Background: an optimization exercise with open tools, aiming at small area, a short achievable clock period and few clock cycles. Do not read the settings as production practice.
Where RTL was checked, it was by simulation tests only, not by an equivalence proof against the original.
Power and IR drop assume default switching activity.

==> module pipeline, before the edit <==
module pipeline (
	input  wire        clk,
	input  wire        rst_n,
	output wire [31:0] imem_addr,
	input  wire [31:0] imem_rdata,
	output reg  [31:0] dmem_addr,
	output reg  [31:0] dmem_wdata,
	output reg         dmem_we,
	output reg         dmem_byte,
	input  wire [31:0] dmem_rdata
);
	reg  [31:0] pc;
	reg         e_wen, e_load, e_store, e_br, e_jalr, e_link, e_pred, e_jal4;
	reg         e_alu, e_sub, e_sra, e_byte;
	reg  [2:0]  e_f3;
	reg  [4:0]  e_rd;
	reg  [31:0] e_a, e_b, e_aux;
	reg         w_wen, w_load, w_lb;
	reg  [4:0]  w_rd;
	reg  [31:0] rf [1:31];
	assign imem_addr = pc;
	wire [31:0] inst = imem_rdata;
	wire [4:0]  rs1 = inst[19:15];
	wire [4:0]  rs2 = inst[24:20];
	wire [4:0]  rd  = inst[11:7];
	wire [2:0]  f3  = inst[14:12];
	wire d_jal   = inst[3];
	wire d_jalr  = inst[6] & inst[2] & ~inst[3];
	wire d_br    = inst[6] & ~inst[2];
	wire d_lui   = ~inst[6] & inst[2];
	wire d_load  = ~inst[5] & ~inst[4];
	wire d_store = ~inst[6] & inst[5] & ~inst[4];
	wire d_opimm = ~inst[5] & inst[4];
	wire d_op    = inst[5] & inst[4] & ~inst[2];
	wire d_use1  = ~d_lui & ~d_jal;
	wire d_use2  = d_op | d_br | d_store;
	wire d_wr    = d_op | d_opimm | d_load | d_lui | d_jal | d_jalr;
	wire d_wen   = d_wr & (rd != 5'd0);
	wire d_alu   = d_op | d_opimm;
	wire d_sub   = d_br | (d_alu & ~f3[2] & f3[1]) | (d_op & inst[30] & (f3 == 3'b000));
	wire [31:0] e_bx  = e_b ^ {32{e_sub}};
	wire [31:0] e_sum = e_a + e_bx + {31'd0, e_sub};
	wire        e_sd  = e_a[31] ^ e_b[31];
	wire        e_lt  = e_sd ? e_a[31] : e_sum[31];
	wire        e_ltu = e_sd ? e_b[31] : e_sum[31];
	wire        e_eq  = (e_a == e_b);
	wire [2:0]  e_rsel = e_alu ? e_f3 : 3'b000;
	wire        e_left = ~e_f3[2];
	wire [4:0]  e_sh   = e_b[4:0];
	reg  [31:0] e_srev;
	integer k;
	always @(*) for (k = 0; k < 32; k = k + 1) e_srev[k] = e_a[31 - k];
	wire [31:0] e_sin  = e_left ? e_srev : e_a;
	wire        e_fill = e_sra & e_a[31] & ~e_left;
	wire [31:0] e_sr   = $signed({e_fill, e_sin}) >>> e_sh;
	reg  [31:0] e_srr;
	always @(*) for (k = 0; k < 32; k = k + 1) e_srr[k] = e_sr[31 - k];
	wire [31:0] e_shift = e_left ? e_srr : e_sr;
	reg  [31:0] e_alu_out;
	always @(*) begin
		case (e_rsel)
			3'b000: e_alu_out = e_sum;
			3'b001: e_alu_out = e_shift;
			3'b010: e_alu_out = {31'd0, e_lt};
			3'b011: e_alu_out = {31'd0, e_ltu};
			3'b100: e_alu_out = e_a ^ e_b;
			3'b101: e_alu_out = e_shift;
			3'b110: e_alu_out = e_a | e_b;
			default: e_alu_out = e_a & e_b;
		endcase
	end
	wire [31:0] e_res = e_link ? e_aux : e_alu_out;
	wire e_cond  = e_f3[2] ? (e_f3[1] ? e_ltu : e_lt) : e_eq;
	wire e_taken = e_cond ^ e_f3[0];
	wire redirect = e_jalr | (e_br & (e_taken ^ e_pred));
	wire [31:0] e_target = e_jalr ? {e_sum[31:1], 1'b0} : e_aux;
	wire [31:0] w_data = w_load ? (w_lb ? {24'd0, dmem_rdata[31:24]} : dmem_rdata) : dmem_addr;
	wire fe1 = e_wen & (e_rd == rs1);
	wire fw1 = w_wen & (w_rd == rs1);
	wire fe2 = e_wen & (e_rd == rs2);
	wire fw2 = w_wen & (w_rd == rs2);
	reg  [31:0] rf1, rf2;
	integer r;
	always @(*) begin
		rf1 = 32'd0;
		rf2 = 32'd0;
		for (r = 1; r < 32; r = r + 1) begin
			rf1 = rf1 | (rf[r] & {32{rs1 == r}});
			rf2 = rf2 | (rf[r] & {32{rs2 == r}});
		end
	end
	wire [31:0] rs1v = fe1 ? e_res : fw1 ? w_data : rf1;
	wire [31:0] rs2v = fe2 ? e_res : fw2 ? w_data : rf2;
	wire stall = e_load & e_wen & ((d_use1 & (e_rd == rs1)) | (d_use2 & (e_rd == rs2)));
	wire go    = ~redirect & ~stall;
	wire [31:0] imm_b_op = d_lui ? {inst[31:12], 12'd0}
	                             : {{20{inst[31]}}, inst[31:25], d_store ? inst[11:7] : inst[24:20]};
	wire [31:0] imm_pc = {{12{inst[31]}},
	                      inst[3] ? inst[19:12] : {8{inst[31]}},
	                      inst[3] ? inst[20] : inst[2] ? inst[31] : inst[7],
	                      inst[30:25],
	                      inst[2] ? inst[24:21] : inst[11:8],
	                      inst[2] & ~inst[3] & inst[20]};
	wire [31:0] pc_tgt = pc + imm_pc;
	wire [31:0] pc_4   = pc + 32'd4;
	wire        d_jalr_k = d_jalr & e_jal4 & (e_rd == rs1);
	wire        d_br4  = (inst[31:25] == 7'd0) & (inst[11:7] == 5'b00100);
	wire        d_pred = d_jal | (d_br & inst[31]) | d_jalr_k;
	wire        d_jal4 = d_jal & (inst[31:12] == 20'h00400);
	always @(posedge clk or negedge rst_n) begin
		if (!rst_n) begin
			pc <= 32'd0; e_jal4 <= 1'b0;
			e_wen <= 1'b0; e_load <= 1'b0; e_store <= 1'b0; e_br <= 1'b0; e_jalr <= 1'b0;
			dmem_we <= 1'b0; w_wen <= 1'b0;
		end else begin
			if (redirect)    pc <= e_target;
			else if (!stall) pc <= d_pred ? {pc_tgt[31:1], pc_tgt[0] & ~d_jalr} : pc_4;
			e_wen   <= go & d_wen;
			e_load  <= go & d_load;
			e_store <= go & d_store;
			e_br    <= go & d_br & ~d_br4;
			e_jalr  <= go & d_jalr & ~d_jalr_k;
			e_jal4  <= go & d_jal4 & d_wen;
			dmem_we <= e_store;
			w_wen   <= e_wen;
		end
	end
	always @(posedge clk) begin
		e_link <= d_jal | d_jalr;
		e_pred <= d_pred;
		e_alu  <= d_alu;
		e_sub  <= d_sub;
		e_sra  <= inst[30];
		e_byte <= ~f3[1];
		e_f3   <= f3;
		e_rd   <= rd;
		e_a    <= d_lui ? 32'd0 : rs1v;
		e_b    <= (d_op | d_br) ? rs2v : imm_b_op;
		e_aux  <= d_store ? rs2v : (d_br & ~inst[31]) ? pc_tgt : pc_4;
		dmem_addr  <= e_res;
		dmem_wdata <= e_aux;
		dmem_byte  <= e_byte;
		w_rd   <= e_rd;
		w_load <= e_load;
		w_lb   <= e_byte;
		if (w_wen) rf[w_rd] <= w_data;
	end
endmodule
export LEC_CHECK = 0
export CAP_MARGIN = 20
export CELL_PAD_IN_SITES_DETAIL_PLACEMENT = 2
export CELL_PAD_IN_SITES_GLOBAL_PLACEMENT = 2
export CORE_MARGIN = 2
export CORE_UTILIZATION = 35
export CTS_CLUSTER_DIAMETER = 100
export CTS_CLUSTER_SIZE = 24
export SLEW_MARGIN = 20
create_clock -name core_clock -period 10.0 [get_ports {clk}]
standard.sh (not shown) runs the stock make flow with config.mk's settings and CLKGATE_MAP_FILE= SYNTH_SCRIPT=/design/flow/synth_recipe.tcl, a recipe that flattens the netlist after the stock synthesis.
==> flow/flow/run.sh <==
#!/bin/bash
set -euo pipefail
export SETUP_SLACK_MARGIN=5.5
export BUFFER_PORTS_ARGS="-buffer_cell sky130_fd_sc_hd__buf_2"
bash standard.sh > standard_flow.log 2>&1
Testbench counts at the start, summed over its fixed seeds: cycles 86,161.
==> next run, changes <==
--- a/flow/design.v
+++ b/flow/design.v
@@ -96,14 +96,10 @@
 	wire [31:0] imm_b_op = d_lui ? {inst[31:12], 12'd0}
 	                             : {{20{inst[31]}}, inst[31:25], d_store ? inst[11:7] : inst[24:20]};
-	wire [31:0] imm_pc = {{12{inst[31]}},
-	                      inst[3] ? inst[19:12] : {8{inst[31]}},
-	                      inst[3] ? inst[20] : inst[2] ? inst[31] : inst[7],
-	                      inst[30:25],
-	                      inst[2] ? inst[24:21] : inst[11:8],
-	                      inst[2] & ~inst[3] & inst[20]};
+	wire [31:0] imm_pc = d_jal  ? {{12{inst[31]}}, inst[19:12], inst[20], inst[30:21], 1'b0}
+	                   : d_jalr ? {{20{inst[31]}}, inst[31:20]}
+	                   :          {{20{inst[31]}}, inst[7], inst[30:25], inst[11:8], 1'b0};
 	wire [31:0] pc_tgt = pc + imm_pc;
 	wire [31:0] pc_4   = pc + 32'd4;
 	wire        d_jalr_k = d_jalr & e_jal4 & (e_rd == rs1);
-	wire        d_br4  = (inst[31:25] == 7'd0) & (inst[11:7] == 5'b00100);
 	wire        d_pred = d_jal | (d_br & inst[31]) | d_jalr_k;
 	wire        d_jal4 = d_jal & (inst[31:12] == 20'h00400);
@@ -119,5 +115,5 @@
 			e_load  <= go & d_load;
 			e_store <= go & d_store;
-			e_br    <= go & d_br & ~d_br4;
+			e_br    <= go & d_br;
 			e_jalr  <= go & d_jalr & ~d_jalr_k;
 			e_jal4  <= go & d_jal4 & d_wen;
Synthesized cell count is lower by 2.3%; area after synthesis drops by 0.94%; wire length came out lower by 0.85%; sequential share of layout area is about the same; final area is about the same; critical path depth decreases by 2; worst setup slack is worse by 0.12 ns; clock skew shrinks by 0.0091 ns; count of clock-buffer cells in the layout climbs by 3; die area is lower by 0.93%; hold slack gets better by 0.0061 ns; first-iteration DRC count went down by 7.1%; cell count is lower by 2.3%; register-to-register slack improves by 0.03 ns.
Testbench counts after the change, summed over its fixed seeds: cycles 86,713.

* * *

Another version of the RTL of pipeline (not shown whole).
Size in the first run: about 4400 cells after synthesis, ~160 I/O pins, ~64000 µm² of cells after synthesis.
==> module pipeline, before the edit <==
module pipeline (
	input  wire        clk,
	input  wire        rst_n,
	output wire [31:0] imem_addr,
	input  wire [31:0] imem_rdata,
	output reg  [31:0] dmem_addr,
	output reg  [31:0] dmem_wdata,
	output reg         dmem_we,
	output reg         dmem_byte,
	input  wire [31:0] dmem_rdata
);
	reg  [31:0] pc;
	reg         e_wen, e_load, e_store, e_br, e_jalr, e_link, e_pred;
	reg         e_alu, e_sub, e_sra, e_byte;
	reg  [2:0]  e_f3;
	reg  [4:0]  e_rd;
	reg  [31:0] e_a, e_b, e_aux;
	reg         w_wen, w_load, w_lb;
	reg  [4:0]  w_rd;
	reg  [31:0] rf [1:31];
	assign imem_addr = pc;
	wire [31:0] inst = imem_rdata;
	wire [4:0]  rs1 = inst[19:15];
	wire [4:0]  rs2 = inst[24:20];
	wire [4:0]  rd  = inst[11:7];
	wire [2:0]  f3  = inst[14:12];
	wire d_jal   = inst[3];
	wire d_jalr  = inst[6] & inst[2] & ~inst[3];
	wire d_br    = inst[6] & ~inst[2];
	wire d_lui   = ~inst[6] & inst[2];
	wire d_load  = ~inst[5] & ~inst[4];
	wire d_store = ~inst[6] & inst[5] & ~inst[4];
	wire d_opimm = ~inst[5] & inst[4];
	wire d_op    = inst[5] & inst[4] & ~inst[2];
	wire d_use1  = ~d_lui & ~d_jal;
	wire d_use2  = d_op | d_br | d_store;
	wire d_wr    = d_op | d_opimm | d_load | d_lui | d_jal | d_jalr;
	wire d_wen   = d_wr & (rd != 5'd0);
	wire d_alu   = d_op | d_opimm;
	wire d_sub   = d_br | (d_alu & ~f3[2] & f3[1]) | (d_op & inst[30] & (f3 == 3'b000));
	wire [31:0] e_bx  = e_b ^ {32{e_sub}};
	wire [31:0] e_sum = e_a + e_bx + {31'd0, e_sub};
	wire        e_sd  = e_a[31] ^ e_b[31];
	wire        e_lt  = e_sd ? e_a[31] : e_sum[31];
	wire        e_ltu = e_sd ? e_b[31] : e_sum[31];
	wire        e_eq  = (e_a == e_b);
	wire [2:0]  e_rsel = e_alu ? e_f3 : 3'b000;
	wire        e_left = ~e_f3[2];
	wire [4:0]  e_sh   = e_b[4:0];
	reg  [31:0] e_srev;
	integer k;
	always @(*) for (k = 0; k < 32; k = k + 1) e_srev[k] = e_a[31 - k];
	wire [31:0] e_sin  = e_left ? e_srev : e_a;
	wire        e_fill = e_sra & e_a[31] & ~e_left;
	wire [31:0] e_sr   = $signed({e_fill, e_sin}) >>> e_sh;
	reg  [31:0] e_srr;
	always @(*) for (k = 0; k < 32; k = k + 1) e_srr[k] = e_sr[31 - k];
	wire [31:0] e_shift = e_left ? e_srr : e_sr;
	reg  [31:0] e_alu_out;
	always @(*) begin
		case (e_rsel)
			3'b000: e_alu_out = e_sum;
			3'b001: e_alu_out = e_shift;
			3'b010: e_alu_out = {31'd0, e_lt};
			3'b011: e_alu_out = {31'd0, e_ltu};
			3'b100: e_alu_out = e_a ^ e_b;
			3'b101: e_alu_out = e_shift;
			3'b110: e_alu_out = e_a | e_b;
			default: e_alu_out = e_a & e_b;
		endcase
	end
	wire [31:0] e_res = e_link ? e_aux : e_alu_out;
	wire e_cond  = e_f3[2] ? (e_f3[1] ? e_ltu : e_lt) : e_eq;
	wire e_taken = e_cond ^ e_f3[0];
	wire redirect = e_jalr | (e_br & (e_taken ^ e_pred));
	wire [31:0] e_target = e_jalr ? {e_sum[31:1], 1'b0} : e_aux;
	wire [31:0] w_data = w_load ? (w_lb ? {24'd0, dmem_rdata[31:24]} : dmem_rdata) : dmem_addr;
	wire fe1 = e_wen & (e_rd == rs1);
	wire fw1 = w_wen & (w_rd == rs1);
	wire fe2 = e_wen & (e_rd == rs2);
	wire fw2 = w_wen & (w_rd == rs2);
	wire [31:0] rf1 = (rs1 == 5'd0) ? 32'd0 : rf[rs1];
	wire [31:0] rf2 = (rs2 == 5'd0) ? 32'd0 : rf[rs2];
	wire [31:0] rs1v = fe1 ? e_res : fw1 ? w_data : rf1;
	wire [31:0] rs2v = fe2 ? e_res : fw2 ? w_data : rf2;
	wire stall = e_load & e_wen & ((d_use1 & (e_rd == rs1)) | (d_use2 & (e_rd == rs2)));
	wire go    = ~redirect & ~stall;
	wire [31:0] imm_b_op = d_lui ? {inst[31:12], 12'd0}
	                             : {{20{inst[31]}}, inst[31:25], d_store ? inst[11:7] : inst[24:20]};
	wire [31:0] imm_jb = d_jal ? {{12{inst[31]}}, inst[19:12], inst[20], inst[30:21], 1'b0}
	                           : {{20{inst[31]}}, inst[7], inst[30:25], inst[11:8], 1'b0};
	wire [31:0] pc_tgt = pc + imm_jb;
	wire [31:0] pc_4   = pc + 32'd4;
	wire        d_pred = d_jal | (d_br & inst[31]);
	always @(posedge clk or negedge rst_n) begin
		if (!rst_n) begin
			pc <= 32'd0;
			e_wen <= 1'b0; e_load <= 1'b0; e_store <= 1'b0; e_br <= 1'b0; e_jalr <= 1'b0;
			dmem_we <= 1'b0; w_wen <= 1'b0;
		end else begin
			if (redirect)    pc <= e_target;
			else if (!stall) pc <= d_pred ? pc_tgt : pc_4;
			e_wen   <= go & d_wen;
			e_load  <= go & d_load;
			e_store <= go & d_store;
			e_br    <= go & d_br;
			e_jalr  <= go & d_jalr;
			dmem_we <= e_store;
			w_wen   <= e_wen;
		end
	end
	always @(posedge clk) begin
		e_link <= d_jal | d_jalr;
		e_pred <= d_pred;
		e_alu  <= d_alu;
		e_sub  <= d_sub;
		e_sra  <= inst[30];
		e_byte <= ~f3[1];
		e_f3   <= f3;
		e_rd   <= rd;
		e_a    <= d_lui ? 32'd0 : rs1v;
		e_b    <= (d_op | d_br) ? rs2v : imm_b_op;
		e_aux  <= d_store ? rs2v : (d_br & ~inst[31]) ? pc_tgt : pc_4;
		dmem_addr  <= e_res;
		dmem_wdata <= e_aux;
		dmem_byte  <= e_byte;
		w_rd   <= e_rd;
		w_load <= e_load;
		w_lb   <= e_byte;
		if (w_wen) rf[w_rd] <= w_data;
	end
endmodule
Settings: LEC_CHECK=0, CAP_MARGIN=20, CELL_PAD_IN_SITES_DETAIL_PLACEMENT=2, CELL_PAD_IN_SITES_GLOBAL_PLACEMENT=2, CORE_MARGIN=2, CORE_UTILIZATION=35, SETUP_SLACK_MARGIN=5, SLEW_MARGIN=20; clock period 10.0 ns.
run.sh (not shown) runs the stock make flow with config.mk's settings and CLKGATE_MAP_FILE= SYNTH_SCRIPT=/design/flow/synth_recipe.tcl, a recipe that flattens the netlist after the stock synthesis.
Stock flow here: none of the scripts above is used.
The baseline completed without violations.
Next try:
--- a/flow/design.v
+++ b/flow/design.v
@@ -80,6 +80,14 @@
 	wire fe2 = e_wen & (e_rd == rs2);
 	wire fw2 = w_wen & (w_rd == rs2);
-	wire [31:0] rf1 = (rs1 == 5'd0) ? 32'd0 : rf[rs1];
-	wire [31:0] rf2 = (rs2 == 5'd0) ? 32'd0 : rf[rs2];
+	reg  [31:0] rf1, rf2;
+	integer r;
+	always @(*) begin
+		rf1 = 32'd0;
+		rf2 = 32'd0;
+		for (r = 1; r < 32; r = r + 1) begin
+			rf1 = rf1 | (rf[r] & {32{rs1 == r}});
+			rf2 = rf2 | (rf[r] & {32{rs2 == r}});
+		end
+	end
 	wire [31:0] rs1v = fe1 ? e_res : fw1 ? w_data : rf1;
 	wire [31:0] rs2v = fe2 ? e_res : fw2 ? w_data : rf2;
=> Synthesized area shrinks by 7.3%. Cell count grows by 8.0%. Global-route usage grows by 14 points. Setup slack gets worse by 0.11 ns. Sequential power hardly moves. Register-to-register slack gets better by 0.14 ns. Total power grows by 2.0%. Sequential share of layout area grows by 2.1 points. Synthesized cell count grows by 14%. Combinational power shrinks by about 0.8%. Worst hold slack gets worse by 0.0061 ns.
Testbench counts after the change, summed over its fixed seeds: cycles 89,122.
No functional check of the RTL was part of the first run of this note.

## port drivers added, routing unchanged
The results above use ideal ports. As a check the final layouts listed here were re-extracted and re-timed, cells and wires unchanged. Step 1 sets driving cells, clkbuf_16 on the clock port and buf_2 on the other inputs (assumed; they add their load-dependent delay and slew). Step 2 adds t to the input delays and takes it off the output delays; t is the mean of the earliest and latest rising clock arrival at the registers after step 1. Input paths then give back, and output paths get back, about the clock's delay inside the block. a / b / c = ideal ports / drivers / drivers and shift; a / b = the first two.
run	shift t [ns]	slack for setup (ns)	hold WS [ns]	worst setup path at the end
the first run of note 1	0.813	5.419 / 5.478 / 4.665	0.347 / 0.347 / 0.347	input to register
the second run of note 1	0.789	5.296 / 5.360 / 4.570	0.353 / 0.353 / 0.353	input to register
the first run of note 2	0.861	5.013 / 5.013 / 4.318	0.339 / 0.339 / 0.339	input to register
the second run of note 2	0.904	4.901 / 4.964 / 4.060	0.332 / 0.332 / 0.332	input to register
After both steps every run listed still meets setup and hold. For the second run of note 2, which loses most, drivers alone change the setup slack by +0.063 ns; drivers and shift together by -0.841 ns.
